Background: an optimization exercise with open tools, aiming at small area and a short achievable clock period. Do not read the settings as production practice.
RTL that was checked went through simulation tests only; none was proved equivalent to the original.
No activity file was given, so power comes from the tool's default toggle rates.

==> flow/design.v (excerpt) <==
module camera_to_axis (
    input          clk,
    input          rst,
    input          i_frame_start,
    input          i_data_valid,
    input  [23:0]  i_data,
    input  [11:0]  i_vres,
    input  [11:0]  i_hres,
    input          i_tready,
    output         o_tvalid,
    output         o_tlast,
    output         o_tuser,
    output [23:0]  o_tdata,
    output [15:0]  o_frames_skipped,
    output         o_pushback_detected
);
==> flow/config.mk <==
export PLATFORM = sky130hd
export DESIGN_NAME = camera_to_axis
export DESIGN_NICKNAME = camera_to_axis
export VERILOG_FILES = /design/flow/design.v
export SDC_FILE = /design/flow/constraint.sdc
export NUM_CORES = 4
export LEC_CHECK = 0
export CAP_MARGIN = 20
export CORE_MARGIN = 2
export CORE_UTILIZATION = 65
export CTS_CLUSTER_DIAMETER = 60
export CTS_CLUSTER_SIZE = 30
export PLACE_DENSITY = 0.8
export SETUP_SLACK_MARGIN = 2.5
export SLEW_MARGIN = 20
==> flow/constraint.sdc <==
create_clock -name core_clock -period 5.0 [get_ports {clk}]
set_input_delay 1.0000 -clock core_clock [delete_from_list [all_inputs] [get_ports {clk}]]
set_output_delay 1.0000 -clock core_clock [all_outputs]
set_load 0.01 [all_outputs]
run.sh (not shown) runs the stock make flow with config.mk's settings and CLKGATE_MAP_FILE= SYNTH_SCRIPT=/design/flow/synth_recipe.tcl, a recipe that flattens the netlist after the stock synthesis.
The first run went through all stages and came out clean.
Then changed:
Settings changed: SETUP_SLACK_MARGIN 2.5 to 2.7.
The new run ran to the end with violations: capacitance limit, slew limit.
Design area grows by 4.8%.
Setup slack got worse by 21 ps.
Total power is higher by 2.0%.
Cell count goes up by 4.5%.
Non-clock buffer count rose by 153.

---

camera_to_axis again, from the RTL that the note above started with.
make LEC_CHECK=0 CAP_MARGIN=20 CORE_MARGIN=2 CORE_UTILIZATION=65 CTS_CLUSTER_DIAMETER=60 CTS_CLUSTER_SIZE=30 PLACE_DENSITY=0.8 SETUP_SLACK_MARGIN=2.6 SLEW_MARGIN=20 finish   # period 5.0 ns
Next try:
Settings changed: CORE_UTILIZATION 65 to 60, PLACE_DENSITY 0.8 to 0.75, SETUP_SLACK_MARGIN 2.6 to 2.7.
After rerunning: Critical path depth came out lower by 4; global-route usage came out higher by 0.88 points; power came out higher by 2.0%.

---

Another version of the RTL of camera_to_axis (not shown whole).
Size: roughly 4000 cells after synthesis, roughly 1900 flip-flops, roughly 97 I/O pins, roughly 69000 um^2 of cells after synthesis.
Settings: LEC_CHECK=0, CAP_MARGIN=20, CORE_MARGIN=2, CORE_UTILIZATION=45, CTS_CLUSTER_DIAMETER=60, CTS_CLUSTER_SIZE=30, PLACE_DENSITY=0.6, SETUP_SLACK_MARGIN=2.5, SLEW_MARGIN=20; clock period 5.0 ns.
standard.sh (not shown) runs the stock make flow with config.mk's settings and CLKGATE_MAP_FILE= SYNTH_SCRIPT=/design/flow/synth_recipe.tcl, a recipe that flattens the netlist after the stock synthesis.
==> flow/flow/run.sh <==
#!/bin/bash
export BUFFER_PORTS_ARGS="-buffer_cell sky130_fd_sc_hd__buf_4"
export CTS_ARGS="-sink_clustering_enable -repair_clock_nets -sink_clustering_size 30 -sink_clustering_max_diameter 60 -dont_use_dummy_load"
bash standard.sh > standard.log 2>&1
The baseline finished with timing, DRC and antenna clean.
Rerun with:
==> flow/run.sh (new file) <==
#!/bin/bash
# synth_recipe.tcl (not shown) runs the flow's synth.tcl, then flattens the netlist and writes it again
# the make line also repeats each setting of config.mk as NAME=value (left out here)
make -C /OpenROAD-flow-scripts/flow DESIGN_CONFIG=/design/flow/config.mk WORK_HOME=/design/flow/orfs CLKGATE_MAP_FILE= SYNTH_SCRIPT=/design/flow/synth_recipe.tcl finish
removed: flow/flow/run.sh
removed: flow/standard.sh
Outcome:
- The changed run passed the timing, DRC and antenna checks
- sequential cell count stays the same
- fmax rises by 1.8%
- register-to-register slack improved by 50 ps
- worst hold slack improved by 34 ps
- cell area is about the same
- count of clock-buffer cells in the layout rises by 12
- total power rises by 7.1%
- die area is unchanged

---

== quartz ==
Another version of the RTL of camera_to_axis (not shown whole).
For scale: roughly 4000 cells after synthesis.
## camera_to_axis
module camera_to_axis (
    input          clk,
    input          rst,
    input          i_frame_start,
    input          i_data_valid,
    input  [23:0]  i_data,
    input  [11:0]  i_vres,
    input  [11:0]  i_hres,
    input          i_tready,
    output         o_tvalid,
    output         o_tlast,
    output         o_tuser,
    output [23:0]  o_tdata,
    output [15:0]  o_frames_skipped,
    output         o_pushback_detected
);
export LEC_CHECK = 0
export CAP_MARGIN = 20
export CORE_MARGIN = 2
export CORE_UTILIZATION = 55
export CTS_CLUSTER_DIAMETER = 60
export CTS_CLUSTER_SIZE = 30
export PLACE_DENSITY = 0.7
export SETUP_SLACK_MARGIN = 2.5
export SLEW_MARGIN = 20
create_clock -name core_clock -period 5.0 [get_ports {clk}]
run.sh (not shown) runs the stock make flow with config.mk's settings and CLKGATE_MAP_FILE= SYNTH_SCRIPT=/design/flow/synth_recipe.tcl, a recipe that flattens the netlist after the stock synthesis.
Stock flow here: none of the scripts above is used.
--- input diff quartz..tundra ---
# quartz
export LEC_CHECK = 0
export CAP_MARGIN = 20
export CORE_MARGIN = 2
export CORE_UTILIZATION = 55
export CTS_CLUSTER_DIAMETER = 60
export CTS_CLUSTER_SIZE = 30
export PLACE_DENSITY = 0.7
export SETUP_SLACK_MARGIN = 2.5
export SLEW_MARGIN = 20
create_clock -name core_clock -period 5.0 [get_ports {clk}]
# tundra
export LEC_CHECK = 0
export CAP_MARGIN = 20
export CORE_MARGIN = 2
export CORE_UTILIZATION = 45
export CTS_CLUSTER_DIAMETER = 60
export CTS_CLUSTER_SIZE = 30
export PLACE_DENSITY = 0.6
export SETUP_SLACK_MARGIN = 2.5
export SLEW_MARGIN = 20
create_clock -name core_clock -period 5.0 [get_ports {clk}]
## What came out
- Of tundra and quartz, it is tundra that has the higher final cell count.
- Across both runs, area inside the core boundary was higher for tundra than for quartz.
- For the detailed-routing iteration count for the pre-antenna-repair pass, tundra came in 3 higher than quartz did.
- Design area sits higher in tundra than in quartz.
- Between quartz and tundra, the weighted congestion at the end of routability-driven global placement does not differ in any meaningful way.
- tundra was carried through to the last stage, and its layout satisfied the timing, DRC and antenna checks.
- Relative to quartz, tundra degrades clock skew.
- Taking quartz as the reference point, the wire length of tundra rises by about 7%.
- When tundra is measured against quartz, its minimum clock period turns out 0.22 ns lower.
Changes in harbor relative to tundra:
# tundra
export LEC_CHECK = 0
export CAP_MARGIN = 20
export CORE_MARGIN = 2
export CORE_UTILIZATION = 45
export CTS_CLUSTER_DIAMETER = 60
export CTS_CLUSTER_SIZE = 30
export PLACE_DENSITY = 0.6
export SETUP_SLACK_MARGIN = 2.5
export SLEW_MARGIN = 20
create_clock -name core_clock -period 5.0 [get_ports {clk}]
# harbor
export LEC_CHECK = 0
export CAP_MARGIN = 20
export CORE_MARGIN = 2
export CORE_UTILIZATION = 60
export CTS_CLUSTER_DIAMETER = 60
export CTS_CLUSTER_SIZE = 30
export PLACE_DENSITY = 0.75
export SETUP_SLACK_MARGIN = 2.5
export SLEW_MARGIN = 20
create_clock -name core_clock -period 5.0 [get_ports {clk}]
### Flow results
Final instance area: harbor and tundra compared, higher one is tundra
In harbor the non-clock buffer count turned out about 22% lower than in tundra.
harbor improves on tundra in worst setup slack for register-to-register paths.
Compared tundra against harbor; total area of sequential cells within noise.
No functional check of the RTL was part of any run of this note.

---

Starting RTL as in the previous note.
Design camera_to_axis, start of the top module:
module camera_to_axis (
    input          clk,
    input          rst,
    input          i_frame_start,
    input          i_data_valid,
    input  [23:0]  i_data,
    input  [11:0]  i_vres,
    input  [11:0]  i_hres,
    input          i_tready,
    output         o_tvalid,
    output         o_tlast,
    output         o_tuser,
    output [23:0]  o_tdata,
    output [15:0]  o_frames_skipped,
    output         o_pushback_detected
);
Settings: LEC_CHECK=0, CAP_MARGIN=20, CORE_MARGIN=2, CORE_UTILIZATION=60, CTS_CLUSTER_DIAMETER=60, CTS_CLUSTER_SIZE=30, PLACE_DENSITY=0.75, SETUP_SLACK_MARGIN=2.7, SLEW_MARGIN=20; clock period 5.0 ns.
The starting point produced a clean layout.
Then changed:
Settings changed: CAP_MARGIN 20 to 0, CORE_UTILIZATION 60 to 45, PLACE_DENSITY 0.75 to 0.6, SETUP_SLACK_MARGIN 2.7 to 2.5, SLEW_MARGIN 20 to 0.
The changed run went through all stages and came out clean; wire length went down by 7.4%; die area goes up by 33%; clock skew climbs by 0.011 ns; clock power is higher by about 8%; synthesized area stays the same; final cell count is higher by 7.5%; design area is lower by 1.1%; setup slack degrades by 0.16 ns; total power came out higher by 2.5%; global-route usage went down by 7.4 points; hold slack is worse by 0.019 ns.
Function was not checked in any run of this note: the RTL went through the layout flow alone.

---

The RTL this note starts from:
==> flow/design.v <==
module Camera_To_AXIS_Converter (
    input             clk,
    input             rst,
    input             i_frame_start,
    input             i_data_valid,
    input      [23:0] i_data,
    input      [11:0] i_vres,
    input      [11:0] i_hres,
    input             i_tready,
    output            o_tvalid,
    output            o_tlast,
    output            o_tuser,
    output     [23:0] o_tdata,
    output reg [15:0] o_frames_skipped,
    output reg        o_pushback_detected
);
    reg        fs_d;         
    reg        dv_d0;
    reg        dv_fe, dv_re, fs_re;
    reg        q;            
    reg [11:0] v_count;
    reg [23:0] data_d0;
    wire fs_rise = ~fs_d & i_frame_start;
    always @(posedge clk or posedge rst) begin
        if (rst) begin
            fs_d    <= 1'b0;
            dv_d0   <= 1'b0;
            dv_fe   <= 1'b0;
            dv_re   <= 1'b0;
            fs_re   <= 1'b0;
            q       <= 1'b1;
            v_count <= 12'd0;
        end else begin
            fs_d  <= i_frame_start;
            dv_d0 <= i_data_valid;
            dv_fe <= dv_d0 & ~i_data_valid;
            dv_re <= ~dv_d0 & i_data_valid;
            fs_re <= fs_rise;
            if (fs_re)
                q <= 1'b1;
            else if (dv_re && v_count == 12'd1)
                q <= 1'b0;
            if (fs_rise)
                v_count <= 12'd0;
            else if (dv_fe)
                v_count <= v_count + 12'd1;
        end
    end
    always @(posedge clk)
        data_d0 <= i_data;
    reg r1, r2, r3;
    always @(posedge clk or posedge rst) begin
        if (rst) r1 <= 1'b1;
        else     r1 <= 1'b0;
    end
    always @(posedge clk) begin
        r2 <= r1;
        r3 <= r2;
    end
    reg [6:0] wr_ptr_ahead;
    reg [6:0] wr_ptr;
    reg [6:0] rd_ptr_d1;     
    reg [25:0] mem [0:63];
    wire full_next = (wr_ptr_ahead[6] != rd_ptr_d1[6]) & (wr_ptr_ahead[5:0] == rd_ptr_d1[5:0]);
    wire v_nz_next = ~fs_rise & (dv_fe ? (v_count != 12'hfff) : (v_count != 12'd0));
    wire wr_now    = ~full_next & ~r2 & dv_d0 & v_nz_next;
    always @(posedge clk or posedge rst) begin
        if (rst)     wr_ptr_ahead <= 7'd0;
        else if (r2) wr_ptr_ahead <= 7'd0;
        else         wr_ptr_ahead <= wr_ptr_ahead + {6'd0, wr_now};
    end
    always @(posedge clk) begin
        wr_ptr <= wr_ptr_ahead;
        if (wr_now)
            mem[wr_ptr_ahead[5:0]] <= {dv_re & q, dv_d0 & ~i_data_valid, data_d0};
    end
    reg [6:0]  rd_ptr;
    reg [6:0]  wr_ptr_d1, wr_ptr_d2;
    reg        tv0, tv1;
    reg [25:0] st0, st1;
    reg        skip_frame;
    reg        tvalid_q;
    wire empty = rd_ptr == wr_ptr_d2;
    wire ready = i_tready | skip_frame;
    wire ld1   = ready | ~tv1;
    wire ld0   = ld1 | ~tv0;
    wire rd_en = ld0 & ~empty & ~r3;
    reg  [7:0] rd_lo, rd_hi;
    reg  [25:0] rd_grp [0:7];
    reg  [25:0] rd_data;
    integer g, k;
    always @(*) begin
        for (g = 0; g < 8; g = g + 1) begin
            rd_grp[g] = 26'd0;
            for (k = 0; k < 8; k = k + 1)
                rd_grp[g] = rd_grp[g] | (mem[8*g+k] & {26{rd_lo[k]}});
        end
        rd_data = 26'd0;
        for (g = 0; g < 8; g = g + 1)
            rd_data = rd_data | (rd_grp[g] & {26{rd_hi[g]}});
    end
    wire tv1_next = rst ? 1'b0 : (ld1 ? tv0 : tv1);
    always @(posedge clk) begin
        if (rst) begin
            rd_ptr    <= 7'd0;
            rd_lo     <= 8'd1;
            rd_hi     <= 8'd1;
            rd_ptr_d1 <= 7'd0;
            wr_ptr_d1 <= 7'd0;
            wr_ptr_d2 <= 7'd0;
            tv0       <= 1'b0;
        end else begin
            rd_ptr    <= r3 ? 7'd0 : rd_ptr + {6'd0, rd_en};
            if (r3) begin
                rd_lo <= 8'd1;
                rd_hi <= 8'd1;
            end else if (rd_en) begin
                rd_lo <= {rd_lo[6:0], rd_lo[7]};
                if (rd_lo[7]) rd_hi <= {rd_hi[6:0], rd_hi[7]};
            end
            rd_ptr_d1 <= rd_ptr;
            wr_ptr_d1 <= wr_ptr;
            wr_ptr_d2 <= wr_ptr_d1;
            tv0       <= ~r3 & (~ld0 | ~empty);
        end
        tv1 <= tv1_next;
        if (ld1) st1 <= st0;
        if (ld0) st0 <= rd_data;
    end
    reg [13:0] h_cnt1, v_cnt1;
    wire skip_set = tv1 & st1[25] & ~i_tready & ~skip_frame;
    wire skip_end = (h_cnt1 == {2'b00, i_hres}) & (v_cnt1 == {2'b00, i_vres});
    wire h_lt = (i_hres == 12'd0) | (h_cnt1 < {2'b00, i_hres});
    wire v_lt = (i_vres == 12'd0) | (v_cnt1 < {2'b00, i_vres});
    wire [13:0] h_inc = h_cnt1[13] ? 14'd1 : h_cnt1 + 14'd1;
    wire [13:0] v_inc = v_cnt1[13] ? 14'd1 : v_cnt1 + 14'd1;
    wire skip_next = rst ? 1'b0 : skip_set ? 1'b1 : skip_end ? 1'b0 : skip_frame;
    always @(posedge clk) begin
        skip_frame <= skip_next;
        tvalid_q   <= tv1_next & ~skip_next;
        if (rst) begin
            o_frames_skipped    <= 16'd0;
            o_pushback_detected <= 1'b0;
        end else if (skip_set) begin
            o_frames_skipped    <= o_frames_skipped + 16'd1;
            o_pushback_detected <= 1'b1;
        end
        if (rst || !skip_frame) begin
            h_cnt1 <= 14'd1;
            v_cnt1 <= 14'd1;
        end else if (tv1) begin
            if (h_lt) begin
                h_cnt1 <= h_inc;
            end else begin
                h_cnt1 <= 14'd1;
                v_cnt1 <= v_lt ? v_inc : 14'd1;
            end
        end
    end
    assign o_tvalid = tvalid_q;
    assign o_tdata  = st1[23:0];
    assign o_tlast  = st1[24];
    assign o_tuser  = st1[25];
endmodule
module camera_to_axis (
    input          clk,
    input          rst,
    input          i_frame_start,
    input          i_data_valid,
    input  [23:0]  i_data,
    input  [11:0]  i_vres,
    input  [11:0]  i_hres,
    input          i_tready,
    output         o_tvalid,
    output         o_tlast,
    output         o_tuser,
    output [23:0]  o_tdata,
    output [15:0]  o_frames_skipped,
    output         o_pushback_detected
);
    Camera_To_AXIS_Converter u_conv (
        .clk                 (clk),
        .rst                 (rst),
        .i_frame_start       (i_frame_start),
        .i_data_valid        (i_data_valid),
        .i_data              (i_data),
        .i_vres              (i_vres),
        .i_hres              (i_hres),
        .i_tready            (i_tready),
        .o_tvalid            (o_tvalid),
        .o_tlast             (o_tlast),
        .o_tuser             (o_tuser),
        .o_tdata             (o_tdata),
        .o_frames_skipped    (o_frames_skipped),
        .o_pushback_detected (o_pushback_detected)
    );
endmodule
==> flow/config.mk <==
export PLATFORM = sky130hd
export DESIGN_NAME = camera_to_axis
export DESIGN_NICKNAME = camera_to_axis
export VERILOG_FILES = /design/flow/design.v
export SDC_FILE = /design/flow/constraint.sdc
export NUM_CORES = 4
export LEC_CHECK = 0
export CAP_MARGIN = 20
export CORE_MARGIN = 2
export CORE_UTILIZATION = 70
export CTS_CLUSTER_DIAMETER = 60
export CTS_CLUSTER_SIZE = 30
export PLACE_DENSITY = 0.8
export SETUP_SLACK_MARGIN = 2.5
export SLEW_MARGIN = 20
==> flow/constraint.sdc <==
create_clock -name core_clock -period 5.0 [get_ports {clk}]
set_input_delay 1.0000 -clock core_clock [delete_from_list [all_inputs] [get_ports {clk}]]
set_output_delay 1.0000 -clock core_clock [all_outputs]
set_load 0.01 [all_outputs]
Then changed:
--- a/flow/config.mk
+++ b/flow/config.mk
@@ -10,4 +10,2 @@
-export CORE_UTILIZATION = 70
-export CTS_CLUSTER_DIAMETER = 60
-export CTS_CLUSTER_SIZE = 30
-export PLACE_DENSITY = 0.8
+export CORE_UTILIZATION = 45
+export PLACE_DENSITY = 0.6
- combinational power decreases by 5.2%
- clock-buffer cell count increases by 128
- total power increases by 11%
- design area increases by 7.7%
- cell count increases by 18%
- sequential power is about the same
- clock skew stays flat
- non-clock buffer count increases by 132
- first-iteration DRC count decreases by 29%
- setup slack gains 0.17 ns
Then changed:
--- a/flow/config.mk
+++ b/flow/config.mk
@@ -10,0 +11,2 @@
+export CTS_CLUSTER_DIAMETER = 60
+export CTS_CLUSTER_SIZE = 30
Effect: The new run finished with timing, DRC and antenna clean. Setup slack got worse by 0.036 ns. Clock-buffer cell count goes down by 111. Cell area goes down by 3.0%. Clock power goes down by 15%. Synthesized cell count does not change. Core utilization goes down by 1.7 points. Combinational power goes down by about 2%. Cell count goes down by 2.4%. Non-clock buffer count goes down by 41. Total power goes down by 6.8%. Area after synthesis is unchanged.

==> afterwards: timing with drivers on the ports <==
The results above use ideal ports. As a check the final layouts listed here were re-extracted and re-timed, cells and wires unchanged.
Step 1: set_driving_cell puts a clkbuf_16 on clk and a buf_2 on each other input, an assumption about the parent block.
Step 2, shift: input delay + t, output delay - t, t = (earliest + latest rising clock arrival at the registers) / 2. This alone moves slack from input paths to output paths.
a / b / c = ideal ports / drivers / drivers and shift; a / b = the first two.
run | t (ns) | setup WS [ns] | worst setup path at the end
the first run of note 1 | 0.800 | 2.478 / 2.433 / 1.764 | input to register
the second run of note 1 | 0.820 | 2.457 / 2.451 / 1.987 | input to register
the first run of note 2 | 0.787 | 2.537 / 2.517 / 1.856 | input to register
the second run of note 2 | 0.812 | 2.528 / 2.455 / 1.905 | input to register
the first run of note 3 | 0.826 | 2.363 / 2.363 / 1.788 | input to register
the second run of note 3 | 0.839 | 2.409 / 2.409 / 1.786 | input to register
quartz | 0.821 | 2.152 / 2.152 / 1.762 | input to register
tundra | 0.840 | 2.374 / 2.374 / 1.688 | input to register
harbor | 0.800 | 2.440 / 2.440 / 1.734 | input to register
the first run of note 5 | 0.802 | 2.500 / 2.478 / 1.932 | input to register
the second run of note 5 | 0.838 | 2.341 / 2.341 / 1.693 | input to register
the first run of note 6 | 0.797 | 2.068 / 2.068 / 1.467 | input to register
the second run of note 6 | 0.900 | 2.242 / 2.242 / 1.442 | input to register
the third run of note 6 | 0.847 | 2.207 / 2.207 / 1.524 | input to register
The setup slack of the second run of note 6, which loses most, moves by 0.000 ns with the drivers and by -0.800 ns with both steps.
